What follows belongs to an exercise in optimizing a design on an open flow for small area; a production flow would make more cautious choices.
Only simulation tests tie the RTL to the original design; equivalence was not proved.
Power figures rest on the tool's default switching activity, not on a simulated workload.

File: config.mk
export PLATFORM = sky130hd
export DESIGN_NAME = ALU
export DESIGN_NICKNAME = ALU
export VERILOG_FILES = /design/flow/design.v
export SDC_FILE = /design/flow/constraint.sdc
export NUM_CORES = 4
export LEC_CHECK = 0
export CAP_MARGIN = 0
export CORE_MARGIN = 2
export CORE_UTILIZATION = 40
export CTS_BUF_LIST = sky130_fd_sc_hd__clkbuf_4
export CTS_CLUSTER_SIZE = 30
export SLEW_MARGIN = 0
export SYNTH_HIERARCHICAL = 1
export SYNTH_MINIMUM_KEEP_SIZE = 0
File: constraint.sdc
create_clock -name core_clock -period 100.0 [get_ports {clk}]
set_input_delay 20.0000 -clock core_clock [delete_from_list [all_inputs] [get_ports {clk}]]
set_output_delay 20.0000 -clock core_clock [all_outputs]
set_load 0.01 [all_outputs]
File: design.v
`timescale 1ns/1ns
module ALU_fa (
    input  logic x,
    input  logic y,
    input  logic ci,
    output logic s,
    output logic co
);
    assign s  = x ^ y ^ ci;
    assign co = (x & y) | (ci & (x ^ y));
endmodule
module ALU_mx (
    input  logic s,
    input  logic x,
    input  logic sel,
    input  logic nsel,
    output logic xo_n
);
    assign xo_n = ~((s | nsel) & (x | sel));
endmodule
module ALU_inv (
    input  logic a,
    output logic y
);
    assign y = ~a;
endmodule
module ALU_bs (
    input  logic b,
    input  logic nsh,
    input  logic pa,
    input  logic pb,
    output logic bs
);
    assign bs = (b & nsh) | (pa & pb);
endmodule
module ALU_yb (
    input  logic       a,
    input  logic       bs,
    input  logic [3:0] lut,
    output logic       y
);
    assign y = lut[{a, bs}];
endmodule
module ALU_nor2 (
    input  logic a,
    input  logic b,
    output logic y
);
    assign y = ~(a | b);
endmodule
module ALU_a22o (
    input  logic a1,
    input  logic a2,
    input  logic b1,
    input  logic b2,
    output logic x
);
    assign x = (a1 & a2) | (b1 & b2);
endmodule
module ALU_o21a (
    input  logic a1,
    input  logic a2,
    input  logic b1,
    output logic x
);
    assign x = (a1 | a2) & b1;
endmodule
module ALU_o211a (
    input  logic a1,
    input  logic a2,
    input  logic b1,
    input  logic c1,
    output logic x
);
    assign x = (a1 | a2) & b1 & c1;
endmodule
module ALU_ob (
    input  logic x,
    input  logic selx,
    input  logic q,
    input  logic selq,
    input  logic r,
    input  logic hold,
    output logic d
);
    assign d = (selx & x) | (selq & q) | (hold & r);
endmodule
module ALU_and2 (
    input  logic a,
    input  logic b,
    output logic y
);
    assign y = a & b;
endmodule
module ALU_nand2 (
    input  logic a,
    input  logic b,
    output logic y
);
    assign y = ~(a & b);
endmodule
module ALU_a21o (
    input  logic a1,
    input  logic a2,
    input  logic b1,
    output logic x
);
    assign x = (a1 & a2) | b1;
endmodule
module ALU_dec (
    input  logic [5:0] alu_op,
    input  logic [4:0] shift_cnt,
    input  logic       rst_n,
    input  logic       cf_in,
    output logic       x0a,      
    output logic       nsh,      
    output logic [3:0] pa,       
    output logic [3:0] pb,
    output logic       divm,     
    output logic       mulm,     
    output logic       narith0,  
    output logic       cin0,     
    output logic [3:0] lut,      
    output logic       selx,     
    output logic       selq,     
    output logic       hold,     
    output logic       ror       
);
    logic o0, o1, o2, o3, o4, o5;
    assign {o5, o4, o3, o2, o1, o0} = alu_op;
    logic valid, en, g0, sh, rr;
    logic [4:0] s;
    assign valid = ~o5 & (~o4 | (~o3 & ~(o2 & o1)));
    assign en    = rst_n & valid;
    assign g0    = ~o4 & ~o3;
    assign divm  = o4 ? o2 : (o3 & o2 & (o0 | ~o1));
    assign mulm  = o4 ? (~o2 & o1) : (o0 & (o3 ? (~o2 & o1) : (o2 & ~o1)));
    assign x0a   = o4 ? ~o1 : (o3 ? o2 : ~(o2 & (o1 | o0)));
    assign cin0  = divm | (g0 & ~o2 & (o1 | o0)) | (o4 & ~o2 & ~o1 & ~o0 & cf_in);
    assign narith0 = mulm | divm;
    assign rr    = ~o4 & o3 & o2 & o1 & o0;
    assign sh    = ~o4 & o3 & ((o2 & (~o1 | o0)) | (~o2 & o1 & o0));
    assign nsh   = ~sh;
    assign s     = rr ? 5'd1 : shift_cnt;
    always_comb begin
        for (int i = 0; i < 4; i++) begin
            pa[i] = sh & (s[1:0] == i);
            pb[i] = ~s[4] & (s[3:2] == i);
        end
    end
    always_comb begin
        case (alu_op[4:0])
            5'd0:                  lut = 4'b1010;    
            5'd1, 5'd2:            lut = 4'b0101;    
            5'd3, 5'd14, 5'd17:    lut = 4'b0000;
            5'd4, 5'd5:            lut = 4'b1111;
            5'd6, 5'd10:           lut = 4'b1000;    
            5'd7:                  lut = 4'b1110;    
            5'd8:                  lut = 4'b0110;    
            5'd9:                  lut = 4'b0011;    
            5'd16:                 lut = 4'b1100;    
            5'd11, 5'd18, 5'd19:   lut = 4'b1010;    
            5'd12, 5'd13, 5'd15, 5'd20, 5'd21: lut = 4'b0101;    
            default:               lut = 4'bxxxx;
        endcase
    end
    assign selx = ~divm & en;
    assign selq = divm & ~(shift_cnt[4] & ~o4 & ~o1) & en;
    assign hold = ~en;
    assign ror  = rr & en;
endmodule
module ALU (
    input  logic clk,
    input  logic rst_n,
    input  logic [5:0] alu_op,
    input  logic word,
    input  logic [15:0] a,
    input  logic [15:0] b,
    input  logic cf_in,
    input  logic [4:0] shift_cnt,
    output logic [15:0] result
);
    genvar k;
    logic       x0a, nsh, divm, mulm, narith0, cin0, selx, selq, hold, ror;
    logic [3:0] pa, pb, lut;
    ALU_dec u_dec (
        .alu_op(alu_op), .shift_cnt(shift_cnt), .rst_n(rst_n), .cf_in(cf_in),
        .x0a(x0a), .nsh(nsh), .pa(pa), .pb(pb), .divm(divm), .mulm(mulm),
        .narith0(narith0), .cin0(cin0), .lut(lut), .selx(selx), .selq(selq),
        .hold(hold), .ror(ror)
    );
    logic [15:0] bs, y, yn;
    generate
        for (k = 0; k < 16; k++) begin : g_y
            ALU_bs  u_bs (.b(b[k]), .nsh(nsh), .pa(pa[k % 4]), .pb(pb[k / 4]), .bs(bs[k]));
            ALU_yb  u_yb (.a(a[k]), .bs(bs[k]), .lut(lut), .y(y[k]));
            ALU_inv u_yn (.a(y[k]), .y(yn[k]));
        end
    endgenerate
    logic [16:0] hz;           
    assign hz[0] = divm;
    logic [15:0] x0;
    generate
        for (k = 0; k < 16; k++) begin : g_x0
            if (((15 - k) & 1) == 1) begin : g_n
                ALU_nand2 u_x0 (.a(a[k]), .b(x0a), .y(x0[k]));
            end else begin : g_p
                ALU_and2 u_x0 (.a(a[k]), .b(x0a), .y(x0[k]));
            end
        end
    endgenerate
    logic [15:0] xo [0:15];    
    logic [15:0] q;
    generate
        for (k = 15; k >= 0; k--) begin : g_row
            localparam int W = 16 - k;
            localparam logic P = 1'((15 - k) & 1);
            logic [W-1:0] xi, yi;
            logic [W:0]   c;
            logic         sel, nsel;
            if (k == 15) begin : g_first
                assign xi = x0[15];
            end else begin : g_next
                assign xi = {xo[k+1][15:k+1], x0[k]};
            end
            assign yi   = P ? yn[W-1:0] : y[W-1:0];
            assign c[0] = ((k == 0) ? cin0 : divm) ^ P;
            if (P) begin : g_ctl_n
                logic nma;
                if (k == 0) begin : g_h0
                    ALU_inv u_hz (.a(divm), .y(hz[k+1]));
                end else begin : g_h
                    ALU_nand2 u_hz (.a(hz[k]), .b(y[16-k]), .y(hz[k+1]));
                end
                ALU_nand2 u_ma (.a(mulm), .b(a[k]), .y(nma));
                if (k == 0) begin : g_s0
                    ALU_o211a u_s (.a1(c[W]), .a2(hz[k+1]), .b1(nma), .c1(narith0), .x(nsel));
                end else begin : g_s
                    ALU_o21a u_s (.a1(c[W]), .a2(hz[k+1]), .b1(nma), .x(nsel));
                end
                ALU_inv u_sel (.a(nsel), .y(sel));
            end else begin : g_ctl_p
                ALU_nor2 u_hz (.a(hz[k]), .b(yn[16-k]), .y(hz[k+1]));
                ALU_a22o u_s (.a1(mulm), .a2(a[k]), .b1(c[W]), .b2(hz[k+1]), .x(sel));
                ALU_inv u_nsel (.a(sel), .y(nsel));
            end
            assign q[k] = sel;
            for (genvar j = 0; j < W; j++) begin : g_bit
                logic s;
                ALU_fa u_fa (.x(xi[j]), .y(yi[j]), .ci(c[j]), .s(s), .co(c[j+1]));
                ALU_mx u_mx (.s(s), .x(xi[j]), .sel(sel), .nsel(nsel), .xo_n(xo[k][k+j]));
            end
            if (k > 0) begin : g_lo
                assign xo[k][k-1:0] = '0;
            end
        end
    endgenerate
    logic [15:0] d;
    generate
        for (k = 0; k < 16; k++) begin : g_ob
            logic dk;
            ALU_ob u_ob (
                .x(xo[0][k]), .selx(selx), .q(q[k]), .selq(selq),
                .r(result[k]), .hold(hold), .d(dk)
            );
            if (k == 15) begin : g_ror
                ALU_a21o u_e (.a1(ror), .a2(a[0]), .b1(dk), .x(d[k]));
            end else begin : g_plain
                assign d[k] = dk;
            end
        end
    endgenerate
    always_ff @(posedge clk)
        result <= d;
endmodule
File: run.sh
#!/bin/bash
# synth_recipe.tcl (not shown) runs the flow's synth.tcl, then flattens the netlist and writes it again
# the make line also repeats each setting of config.mk as NAME=value (left out here)
make -C /OpenROAD-flow-scripts/flow DESIGN_CONFIG=/design/flow/config.mk WORK_HOME=/design/flow/orfs CLKGATE_MAP_FILE= SYNTH_SCRIPT=/design/flow/synth_recipe.tcl finish
==> summary.md, run 1 <==
| Metric | Value |
|---|---|
| Slowest stage cell, crit path | a31oi_1 |
| CP Buf/Inv Count | 19 |
| Final hold vios | 0 |
| Syn Nets | 703 |
| Via/cell ratio | 6.19 |
| Sink Count | 16 |
| Clk pwr share | 3.0% |
| Antenna violations before repair | 0 |
| Most frequent cells in the layout | o22ai_1, fa_1, clkdlybuf4s50_1 |
| Final setup vio count | 0 |
| Pre-Repair DR Iteration Count | 7 |
| DRC errors left | 0 |
| Gr ovfl total | 0 |
| Hold Crit Start | result[9]$_DFF_P_ |
| Share of cells above drive strength 1 | 5.86% |
| Worst path most repeated cell | fa_1 |
| Ant. Diodes | 0 |
| All-layer global routing usage | 23.4% |
| Max incr delay on CP | 0.86 ns |
| Vias in the first global route | 5117 |
| Number of synthesized register bits | 16 |
| Core area | 13400 µm² |
| Worst EP arrival | 85.37 ns |
| Routed len/inst | 21.3 µm |
| Slew at the pin closest to its max-slew limit | 1.15 ns |
| Hold path depth | 2 |
| Slew Limit Fails | 0 |
| Port bufs | 61 |
| Die Footprint | 14800 µm² |
| Ys async rst share | 0% |
| Switching Power | 55.8 µW |
| Crit path launch type | input pin |
| Biggest regs | result (16) |
| Post-CTS sizing | 0 |
| Reg2Reg Setup Slack | 99.10 ns |
| Tcrit/Tclk final | 85.2% |
| Hold endpoint | result[9]$_DFF_P_ |
| Worst-path clk slew | 0.08 ns |
| Layout Nets | 769 |
| Post-Place Cells | 753 |
| Top delay family on crit path | adder cells |
| Sequential share of power | 10.0% |
| Hold Slack | 0.488 ns |
| Post-CTS Setup Bufs | 0 |
| Avg Synthesized Cell Area | 10.7 µm² |
| Gpl congestion | 0.917 |
| Sw frac | 51.6% |
| Status | timing/DRC/antenna clean |
| Synthesized instance count | 516 |
| Yosys cell types | 41 |
| Final worst slack | 14.81 ns |
| Die Ht | 122 µm |
| CTS max path bufs | 2 |
| Crit path max fanout | 17 |
| # rows | 42 |
| Synthesized area | 5540 µm² |
| TNS Setup | 0 ns |
| Cts bufs inserted | 3 |
| Commonest non-fill, non-tap cell in the layout | o22ai_1 |
| Worst vdd ir | 6.01 µV |
| Hold_buf cts | 0 |
| Post-Route WL | 16100 µm |
| Register area share after synthesis | 5.79% |
| Top FF cell, synth | dfxtp_1 |
| Final Critical Period | 85.19 ns |
| Area grow syn2layout | 15.6% |
| Number of synthesized flops with an enable pin | 0 |
| Leak | 0.00234 µW |
| Placement Setup Slack | 14.46 ns |
| Most flop-heavy register | result |
| DP HPWL | 14000 µm |
| Crit path kind | input pin to flip-flop |
| Layout Cells excl Fill | 756 |
| Critical path capture point type | flip-flop |
| Hold Crit Class | flip-flop to flip-flop |
| Root buf cell | clkbuf_4 |
| YS warnings | 10 |
| Largest net degree at the start of global routing | 20 |
| RSZ-0062 raised after global routing | no |
| Worst clock skew | 0 ns |
| Vias after detailed routing | 4680 |
| Max frequency | 11.7 MHz |
| Pint | 52.3 µW |
| Die X | 122 µm |
| CP startpoint | alu_op[1] |
| R2R Path End | result[15]$_DFF_P_ |
| Worst reg2reg path depth | 3 |
| H-tree depth | 1 |
| Max-cap violation count | 0 |
| Detail Route Antenna Nets | 0 |
| Clock Latency Late Sink | 0.28 ns |
| Max reg flops | 16 |
| R2r startpoint | result[15]$_DFF_P_ |
| Filler Cell Count | 1266 |
| Worst slew margin | 22.9% |
| WP data required | 100.18 ns |
| Top-Level Pins | 63 |
| Initial Util | 41.3% |
| Combinational share of power | 87.0% |
| CTS tree | yes |
| First-pass GRT wire length | 26800 µm |
| PwrDens | 16.9 nW/µm² |
| Iteration-0 DRC Markers | 313 |
tightest hold or removal path, stage by stage, from the launching register on:
cell and delay (ns):
dfxtp_1 0.33, a222oi_1 0.08, inv_1 0.05
metal layers:
layer / track usage, % / vias to the layer above / part of all wire, %
met5: 0 / - / 0
met4: 5.82 / 0 / 2.8
met3: 2.57 / 25 / 4.4
met2: 41.9 / 134 / 52
met1: 30.5 / 2387 / 41
li1: - / 2134 / -
cell families after synthesis:
kind of cell,synth area share (%)
AOI/OAI and AO/OA,26.2
and+or+nand+nor,6.44
adders and majority gates,50.1
muxes,7.10
buffers and inverters,4.41
DFF,5.79
Yosys cell counts, types with 3 or more instances:
cell	n	area, µm²
a22o_1	24	210
o21ai_0	7	35.0
ha_1	4	50.1
a222oi_1	16	160
a21oi_1	5	25.0
buf_2	3	15.0
o21a_1	7	52.6
nand3_1	4	20.0
mux4_2	16	360
o22ai_1	137	857
and2_1	9	56.3
fa_1	136	2720
nor2_1	16	60.1
nor2b_1	5	31.3
nand2_1	26	97.6
dfxtp_1	16	320
inv_1	54	203
per-module statistics from Yosys (local to each module, per instance), a selection:
module	cell area, µm²	times used
ALU_o211a	10.0	1
ALU_and2	6.26	8
ALU_mx	6.26	136
ALU_nand2	3.75	23
ALU_o21a	7.51	7
ALU_a21o	7.51	1
ALU	328	1
ALU_yb	22.5	16
ALU_nor2	3.75	8
ALU_inv	3.75	33
ALU_a22o	8.76	8
ALU_ob	13.8	16
ALU_fa	20.0	136
ALU_bs	8.76	16
power by group through the flow:
stage / sequential [µW] / combinational, µW / clock [µW]
floorplan: 12.2 / 66.6 / 0
global placement: 10.9 / 89.4 / 0
detailed placement: 11.0 / 94.9 / 0
CTS: 10.8 / 95.1 / 3.51
global route: 11.1 / 109 / 3.81
finish: 10.8 / 94.1 / 3.23
stage by stage:
stage / cell area [µm²] / utilization [%] / total power (µW)
final: 6400 / 47.8 / 108
after global routing: 6400 / 47.8 / 124
after CTS: 6400 / 47.8 / 109
after detailed placement: 6380 / 47.6 / 106
after global placement: 6380 / 47.6 / 100
after floorplan: 5540 / - / 78.8
final cells by class:
| type | instances | area, µm² | area share [%] |
|---|---|---|---|
| clock buffer | 3 | 22.5 | 0.352 |
| inverter | 54 | 203 | 3.17 |
| multi-input combinational | 440 | 4980 | 77.8 |
| sequential | 16 | 320 | 5.00 |
| tap | 176 | 220 | 3.44 |
| timing repair buffer | 67 | 656 | 10.2 |
how the worst max path moves through the flow:
stage / depth (start not counted) / end / slack (ns)
after global placement: 193 / result[15]$_DFF_P_ / 15.80
after floorplan: 191 / result[15]$_DFF_P_ / 20.69
after CTS: 193 / result[15]$_DFF_P_ / 14.73
after global routing: 193 / result[15]$_DFF_P_ / 11.29
after detailed placement: 193 / result[15]$_DFF_P_ / 14.46
final: 193 / result[15]$_DFF_P_ / 14.81
==> inputs of run 2 (changes only) <==
==> flow/run.sh (new file) <==
#!/bin/bash
# The standard layout (the standard.sh, unchanged synthesis), with the
# port buffers made from the smallest buffer cell instead of the default pick.
set -euo pipefail
export BUFFER_PORTS_ARGS="-buffer_cell sky130_fd_sc_hd__buf_1"
bash standard.sh > standard.log 2>&1
==> standard.sh (new file) <==
#!/bin/bash
# synth_recipe.tcl (not shown) runs the flow's synth.tcl, then flattens the netlist and writes it again
# the make line also repeats each setting of config.mk as NAME=value (left out here)
make -C /OpenROAD-flow-scripts/flow DESIGN_CONFIG=/design/flow/config.mk WORK_HOME=/design/flow/orfs CLKGATE_MAP_FILE= SYNTH_SCRIPT=/design/flow/synth_recipe.tcl "${@:-finish}"
removed: run.sh
==> run 2 against run 1 <==
Effect of this change:
- sequential share of layout area increased by 0.31 points
- non-clock buffer count is 2 higher
- final cell count grew 0.26%
- core utilization down 2.8 points
- register-to-register slack worse by 0.03 ns
- worst hold slack improved by 0.0011 ns
- flip-flop and latch count unchanged
- critical path type unchanged
- highest routed layer unchanged
==> summary.md, run 2 <==
| Metric | Value |
|---|---|
| Slew at the pin closest to its max-slew limit | 1.06 ns (-0.0871 ns) |
| Number of synthesized register bits | 16 (unchanged) |
| Register area share after synthesis | 5.79% (unchanged) |
| DRC errors left | 0 (unchanged) |
| TNS Setup | 0 ns (unchanged) |
| Worst vdd ir | 5.68 µV (-5.5%) |
| CTS max path bufs | 2 (unchanged) |
| Top cells by count, synth | o22ai_1, fa_1, inv_1 |
| WP data required | 100.18 ns (about the same) |
| RSZ-0062 raised after global routing | no |
| Gpl congestion | 0.910 (-0.76%) |
| Core area | 13400 µm² (unchanged) |
| Detail Route Antenna Nets | 0 (unchanged) |
| Gr ovfl total | 0 (unchanged) |
| Die Ht | 122 µm (unchanged) |
| Initial Util | 41.3% (unchanged) |
| Pre-Repair DR Iteration Count | 5 (-2) |
| Top delay family on crit path | adder cells |
| Combinational share of power | 86.3% (-0.7 points) |
| Vias in the first global route | 5038 (-1.5%) |
| Clk pwr share | 3.2% (+0.2 points) |
| Cts bufs inserted | 3 (unchanged) |
| Synthesized instance count | 516 (unchanged) |
| Vias after detailed routing | 4786 (+2.3%) |
| Worst slew margin | 29.0% (+6.0 points) |
| Via/cell ratio | 6.31 (+2.0%) |
| Multi-input logic area | 4980 µm² (about the same) |
| Top-Level Pins | 63 (unchanged) |
| Antenna violations before repair | 0 (unchanged) |
| Pint | 47.4 µW (-9.4%) |
| Max-cap violation count | 0 (unchanged) |
| First-pass GRT wire length | 26200 µm (-2.1%) |
| Tcrit/Tclk final | 84.1% (-1.1 points) |
| Worst path most repeated cell | fa_1 |
| Synth area leaders | fa_1, o22ai_1, mux4_2 |
| # rows | 42 (unchanged) |
| Most common cell in the netlist | o22ai_1 |
| Most frequent cells in the layout | o22ai_1, fa_1, buf_1 |
| Number of synthesized flops with an enable pin | 0 (unchanged) |
| Syn Nets | 703 (unchanged) |
| Ys async rst share | 0% (unchanged) |
| Synthesized area | 5540 µm² (unchanged) |
| Hold_buf cts | 0 (unchanged) |
| Share of the synthesized area in the top cell type | 49.2% (unchanged) |
| PwrDens | 17.0 nW/µm² (+0.48%) |
| Final hold vios | 0 (unchanged) |
| Avg Synthesized Cell Area | 10.7 µm² (unchanged) |
| Largest net degree at the start of global routing | 20 (unchanged) |
| Status | timing/DRC/antenna clean |
| CP Buf/Inv Count | 21 (+2) |
| Final setup vio count | 0 (unchanged) |
| CTS tree | yes |
| Final Cell Area | 6030 µm² (-5.8%) |
| Critical path capture point type | flip-flop |
| Port bufs | 61 (unchanged) |
| Slowest stage cell, crit path | inv_1 |
| Filler Cell Count | 1328 (+4.9%) |
| Biggest regs | result (16) |
| Yosys cell types | 41 (unchanged) |
| Post-CTS Setup Bufs | 0 (unchanged) |
| Post-placement cell area | 6010 µm² (-5.8%) |
| Area grow syn2layout | 8.95% |
| Max reg flops | 16 (unchanged) |
| FF/Latch Area | 320 µm² (unchanged) |
| Ant. Diodes | 0 (unchanged) |
| Crit path launch type | input pin |
| Most flop-heavy register | result |
| Sw frac | 53.7% (+2.1 points) |
| Top FF cell, synth | dfxtp_1 |
| YS warnings | 10 (unchanged) |
| Max incr delay on CP | 0.47 ns (-0.39 ns) |
| All-layer global routing usage | 22.8% (-0.60 points) |
| Slew Limit Fails | 0 (unchanged) |
| Worst clock skew | 0 ns (unchanged) |
| Sequential share of power | 10.6% (+0.6 points) |
| Area leader, netlist | fa_1 |
| Final Critical Period | 84.13 ns (-1.06 ns) |
| Post-Route WL | 15700 µm (-2.3%) |
| Commonest non-fill, non-tap cell in the layout | o22ai_1 |
| H-tree depth | 1 (unchanged) |
| Hold Crit Class | flip-flop to flip-flop |
| DP HPWL | 13600 µm (-2.9%) |
| Crit path max fanout | 17 (unchanged) |
| Clock Latency Late Sink | 0.28 ns (about the same) |
| Root buf cell | clkbuf_4 |
| Layout Nets | 771 (+0.26%) |
| Share of cells above drive strength 1 | 6.01% (+0.15 points) |
| Leak | 0.00219 µW (-6.4%) |
| Iteration-0 DRC Markers | 317 (+1.3%) |
| Switching Power | 54.9 µW (-1.5%) |
| Worst-path clk slew | 0.08 ns (about the same) |
| Crit path kind | input pin to flip-flop |
| Die X | 122 µm (unchanged) |
| Post-CTS sizing | 0 (unchanged) |
| Die Footprint | 14800 µm² (unchanged) |
| Routed len/inst | 20.7 µm (-2.5%) |
| Sink Count | 16 (unchanged) |
| Max frequency | 11.9 MHz (+1.3%) |
| Worst EP arrival | 84.31 ns (-1.06 ns) |
run 2: changes by cell type in the layout (fill, tap and decap cells not counted), sizes merged:
cell	previous run	this run
buf	6	69
clkdlybuf4s50	61	0
run 2: metal layers:
| layer | vias to the layer above | global-route usage, % | routed length [µm] | share of wire (%) |
|---|---|---|---|---|
| met4 | 0 | 4.60 | 290 | 1.8 |
| met2 | 140 | 41.2 | 8200 | 52 |
| met1 | 2494 | 30.4 | 6590 | 42 |
| met3 | 19 | 1.78 | 634 | 4.0 |
| li1 | 2133 | - | - | - |
| met5 | - | 0 | 0 | 0 |
run 2: layout make-up:
cell class | count | share of cell area [%]
multi-input combinational | 440 | 82.5
sequential | 16 | 5.31
tap | 176 | 3.65
clock buffer | 3 | 0.373
inverter | 54 | 3.36
timing repair buffer | 69 | 4.79
run 2: stage by stage:
| stage | utilization, % | power, µW | instances | setup WS [ns] | hold slack (ns) |
|---|---|---|---|---|---|
| after global routing | 45.0 | 118 | 758 | 12.75 | 0.523 |
| after CTS | 45.0 | 103 | 758 | 15.92 | 0.498 |
| after floorplan | - | 78.8 | 516 | 20.69 | 0.522 |
| after detailed placement | 44.8 | 99.8 | 755 | 15.63 | 0.475 |
| after global placement | 44.8 | 95.6 | 755 | 16.85 | 0.472 |
| final | 45.0 | 102 | 758 | 15.87 | 0.489 |
run 2: cells by family after synthesis:
| kind of cell | share of synthesized area (%) |
|---|---|
| fa+ha+maj | 50.1 |
| mux | 7.10 |
| flops | 5.79 |
| compound gates | 26.2 |
| buf+inv | 4.41 |
| simple gates | 6.44 |
run 2: power by group through the flow:
stage                     registers [µW]  logic [µW]  clock network, µW
after floorplan                     12.2        66.6                  0
after global placement              11.0        84.6                  0
after detailed placement            11.1        88.8                  0
after CTS                           10.9        88.9               3.53
after global routing                11.2         103               3.80
final                               10.8        88.3               3.24
run 2: worst paths after layout:
path,startpoint,endpoint,slack (ns),cells past startpoint
setup / recovery,alu_op[1],result[15]$_DFF_P_,15.87,195
setup reg to reg,result[15]$_DFF_P_,result[15]$_DFF_P_,99.07,3
hold / removal,result[12]$_DFF_P_,result[12]$_DFF_P_,0.49,2
hold reg to reg,result[12]$_DFF_P_,result[12]$_DFF_P_,0.49,2
run 2: worst reg2reg max path, stage by stage (launching register included):
cell	delay (ns)
dfxtp_1	0.32
a222oi_1	0.29
inv_1	0.07
a21o_1	0.15
run 2: per-module statistics from Yosys (local to each module, per instance), excerpt:
module | flip-flops and latches | times used | cells
ALU_a22o | 0 | 8 | 1
ALU_a21o | 0 | 1 | 1
ALU_inv | 0 | 33 | 1
ALU_yb | 0 | 16 | 1
ALU_mx | 0 | 136 | 1
ALU_o21a | 0 | 7 | 1
ALU_o211a | 0 | 1 | 1
ALU_fa | 0 | 136 | 1
ALU_nand2 | 0 | 23 | 1
ALU_ob | 0 | 16 | 2
==> inputs of run 3 (changes only) <==
--- a/config.mk
+++ b/config.mk
@@ -9,5 +9,7 @@
 export CORE_MARGIN = 2
-export CORE_UTILIZATION = 40
+export CORE_UTILIZATION = 70
 export CTS_BUF_LIST = sky130_fd_sc_hd__clkbuf_4
-export CTS_CLUSTER_SIZE = 30
+export CTS_CLUSTER_DIAMETER = 500
+export CTS_CLUSTER_SIZE = 50
+export GPL_TIMING_DRIVEN = 0
 export SLEW_MARGIN = 0
==> run 3 against run 2 <==
Effect of this change:
- now fails the layout checks on max-capacitance violations, max-slew violations
- routed wire length increased by 3.8%
- largest power group unchanged
- first-iteration DRC count rose by 81%
- sequential power hardly changed
- critical path type unchanged
- register-to-register slack improved by 0.02 ns
==> summary.md, run 3 <==
| Metric | Value |
|---|---|
| Status | finished with violations |
| SO Viols | max-capacitance violations, max-slew violations |
| Slowest stage cell, crit path | a31oi_1 |
| Share of cells above drive strength 1 | 6.36% (+0.34 points) |
| Max incr delay on CP | 0.82 ns (+0.35 ns) |
| Crit path kind | input pin to flip-flop |
| Commonest non-fill, non-tap cell in the layout | o22ai_1 |
| Total power draw | 108 µW (+5.7%) |
| Vias after detailed routing | 5073 (+6.0%) |
| Yosys cell types | 41 (unchanged) |
| Post-CTS Setup Bufs | 0 (unchanged) |
| Hold_buf cts | 0 (unchanged) |
| Layout Nets | 770 (-0.13%) |
| Top-Level Pins | 63 (unchanged) |
| Worst clock skew | 0 ns (unchanged) |
| Synthesized instance count | 516 (unchanged) |
| Sequential share of power | 10.2% (-0.4 points) |
| Worst reg2reg path depth | 3 (unchanged) |
| Final hold vios | 0 (unchanged) |
| Post-Route WL | 16300 µm (+3.8%) |
| Routed len/inst | 23.8 µm (+15%) |
| CTS max path bufs | 2 (unchanged) |
| Critical path capture point type | flip-flop |
| Syn Nets | 703 (unchanged) |
| Slew Limit Fails | 17 (+17) |
| Leak | 0.00220 µW (+0.21%) |
| Gr ovfl total | 0 (unchanged) |
| Crit path max fanout | 17 (unchanged) |
| YS warnings | 10 (unchanged) |
| First-pass GRT wire length | 27000 µm (+2.8%) |
| Pint | 48.9 µW (+3.3%) |
| Hold path depth | 2 (unchanged) |
| Met2 wire len | 7840 µm (-4.4%) |
| Share of the synthesized area in the top cell type | 49.2% (unchanged) |
| Combinational share of power | 86.4% (about the same) |
| Worst EP arrival | 86.41 ns (+2.10 ns) |
| Worst-path clk slew | 0.10 ns (+0.02 ns) |
| Final Critical Period | 86.20 ns (+2.07 ns) |
| Most common cell in the netlist | o22ai_1 |
| DRT met1 WL | 5890 µm (-11%) |
| Uppermost routed layer | met4 |
| Avg Synthesized Cell Area | 10.7 µm² (unchanged) |
| Antenna violations before repair | 0 (unchanged) |
| All-layer global routing usage | 41.2% (+18 points) |
| Slew at the pin closest to its max-slew limit | 1.50 ns (+0.440 ns) |
| Hold Crit Class | flip-flop to flip-flop |
| Detail Route Antenna Nets | 0 (unchanged) |
| Number of synthesized register bits | 16 (unchanged) |
| Worst path most repeated cell | fa_1 |
| Biggest regs | result (16) |
| Most flop-heavy register | result |
| Clock Latency Late Sink | 0.29 ns (about the same) |
| # rows | 32 (-24%) |
| Synth area leaders | fa_1, o22ai_1, mux4_2 |
| PwrDens | 18.2 nW/µm² (+7.2%) |
| Crit path launch type | input pin |
| TNS Setup | 0 ns (unchanged) |
| Most frequent cells in the layout | o22ai_1, fa_1, buf_1 |
| Switching Power | 59.2 µW (+7.8%) |
| Iteration-0 DRC Markers | 573 (+81%) |
| Area leader, netlist | fa_1 |
| Layout Cells excl Fill | 684 (-9.8%) |
| Top cells by count, synth | o22ai_1, fa_1, inv_1 |
| Worst vdd ir | 9.23 µV (+62%) |
| Via/cell ratio | 7.42 (+17%) |
| Die Footprint | 8640 µm² (-42%) |
| Sw frac | 54.7% (+1.1 points) |
| DRC errors left | 0 (unchanged) |
| H-tree depth | 1 (unchanged) |
| Die Ht | 92.9 µm (-24%) |
| Clk pwr share | 3.4% (+0.2 points) |
| Worst slew margin | -3.10% (-32 points) |
| WP data required | 100.20 ns (+0.02 ns) |
| Top FF cell, synth | dfxtp_1 |
| Ys async rst share | 0% (unchanged) |
| DP HPWL | 13300 µm (-2.4%) |
| Post-CTS sizing | 0 (unchanged) |
| Root buf cell | clkbuf_4 |
| Synthesized area | 5540 µm² (unchanged) |
| Vias in the first global route | 5370 (+6.6%) |
| Area grow syn2layout | 7.37% |
| Max reg flops | 16 (unchanged) |
| Largest net degree at the start of global routing | 20 (unchanged) |
| Number of synthesized flops with an enable pin | 0 (unchanged) |
| Max frequency | 11.6 MHz (-2.4%) |
| Register area share after synthesis | 5.79% (unchanged) |
| Gpl congestion | 0.960 (+5.5%) |
| Core area | 7690 µm² (-43%) |
| Wire length on met3 | 1940 µm (+210%) |
| Max-cap violation count | 1 (+1) |
| Pre-Repair DR Iteration Count | 7 (+2) |
| Post-Place Cells | 679 (-10%) |
| CTS tree | yes |
| Tcrit/Tclk final | 86.2% (+2.1 points) |
| Die X | 92.9 µm (-24%) |
| Port bufs | 59 (-3.3%) |
| Ant. Diodes | 0 (unchanged) |
| Sink Count | 16 (unchanged) |
| Final setup vio count | 0 (unchanged) |
| Cts bufs inserted | 3 (unchanged) |
| Initial Util | 72.0% (+31 points) |
| RSZ-0062 raised after global routing | no |
==> run 3: critical path, delay by kind of cell <==
family | cells | cell delay [ns]
muxes | 1 | 0.43
and+or+nand+nor | 15 | 1.99
buffers and inverters | 20 | 5.74
adders and majority gates | 121 | 48.29
AOI/OAI and AO/OA | 37 | 9.93
==> run 3: modules after synthesis, one instance, submodules excluded, a selection <==
module | area (µm²) | times used | flops+latches
ALU_dec | 484 | 1 | 0
ALU_a21o | 7.51 | 1 | 0
ALU_a22o | 8.76 | 8 | 0
ALU_nand2 | 3.75 | 23 | 0
ALU_inv | 3.75 | 33 | 0
ALU_ob | 13.8 | 16 | 0
ALU_yb | 22.5 | 16 | 0
ALU_bs | 8.76 | 16 | 0
ALU_o21a | 7.51 | 7 | 0
ALU_nor2 | 3.75 | 8 | 0
ALU_fa | 20.0 | 136 | 0
ALU_and2 | 6.26 | 8 | 0
==> run 3: power by group through the flow <==
stage	sequential (µW)	clock, µW	combinational [µW]
after floorplan	12.2	0	66.6
after global placement	11.0	0	83.8
after detailed placement	11.1	0	91.0
after CTS	11.0	3.70	91.1
after global routing	11.3	3.86	105
final	11.0	3.71	93.4
==> run 3: final cells by class <==
type                    count  area (µm²)
plain buffers               6        41.3
clock buffers               3        22.5
clock inverters             1        3.75
fillers                   571        1740
inverters                  54         203
multi-input cells         440        4980
flip-flops and latches     16         320
well taps                 102         128
repair buffers             62         241
==> run 3: metrics by stage <==
| step | util (%) | setup slack [ns] | hold slack (ns) | area [µm²] |
|---|---|---|---|---|
| 4_1_cts | 77.2 | 14.35 | 0.491 | 5930 |
| 3_3_place_gp | 76.6 | 15.76 | 0.463 | 5890 |
| 3_5_place_dp | 76.8 | 14.12 | 0.468 | 5910 |
| 5_1_grt | 77.3 | 11.11 | 0.520 | 5940 |
| 2_1_floorplan | - | 20.69 | 0.522 | 5540 |
| 6_report | 77.3 | 13.80 | 0.487 | 5940 |
==> run 3: layer usage <==
| metal | GRT usage [%] | up-vias |
|---|---|---|
| li1 | - | 2130 |
| met1 | 56.5 | 2538 |
| met2 | 64.4 | 349 |
| met3 | 9.52 | 56 |
| met4 | 16.4 | 0 |
| met5 | 0 | - |
==> run 3: path summary, 6_finish.rpt <==
| check | from | slack (ns) | end |
|---|---|---|---|
| setup / recovery | alu_op[1] | 13.80 | result[15]$_DFF_P_ |
| setup reg to reg | result[15]$_DFF_P_ | 99.09 | result[15]$_DFF_P_ |
| hold reg to reg | result[4]$_DFF_P_ | 0.49 | result[4]$_DFF_P_ |
| hold / removal | result[4]$_DFF_P_ | 0.49 | result[4]$_DFF_P_ |
==> run 3: cells by family after synthesis <==
kind of cell,Yosys count,share of synthesized area [%]
DFF,16,5.79
buffers and inverters,60,4.41
adders and majority gates,140,50.1
and+or+nand+nor,71,6.44
muxes,19,7.10
AOI/OAI and AO/OA,210,26.2

[port drivers added, routing unchanged]
How much do the figures lean on ideal ports? The routed layouts below were timed once more, with nothing changed but the port constraints. Step 1 sets driving cells, clkbuf_16 on the clock port and buf_2 on the other inputs (assumed; they add their load-dependent delay and slew). Step 2 also shifts input and output timing later by t, the mid clock arrival at the registers, as if the neighbouring blocks saw the same clock. a / b / c = ideal / step 1 / step 2; a / b = the first two.
run	t, ns	slack for setup (ns)	latest minus earliest clock arrival (ns)	worst register clock-pin slew, ns	worst slew at a driven data input, ns
run 1	0.300	14.808 / 14.808 / 14.508	0.002 / 0.002	0.08 / 0.08	0.04
run 2	0.299	15.870 / 15.869 / 15.570	0.001 / 0.001	0.08 / 0.08	0.04
run 3	0.317	13.798 / 13.797 / 13.481	0.005 / 0.005	0.10 / 0.10	0.04
For run 3, which loses most, drivers alone change the setup slack by -0.001 ns; drivers and shift together by -0.317 ns.
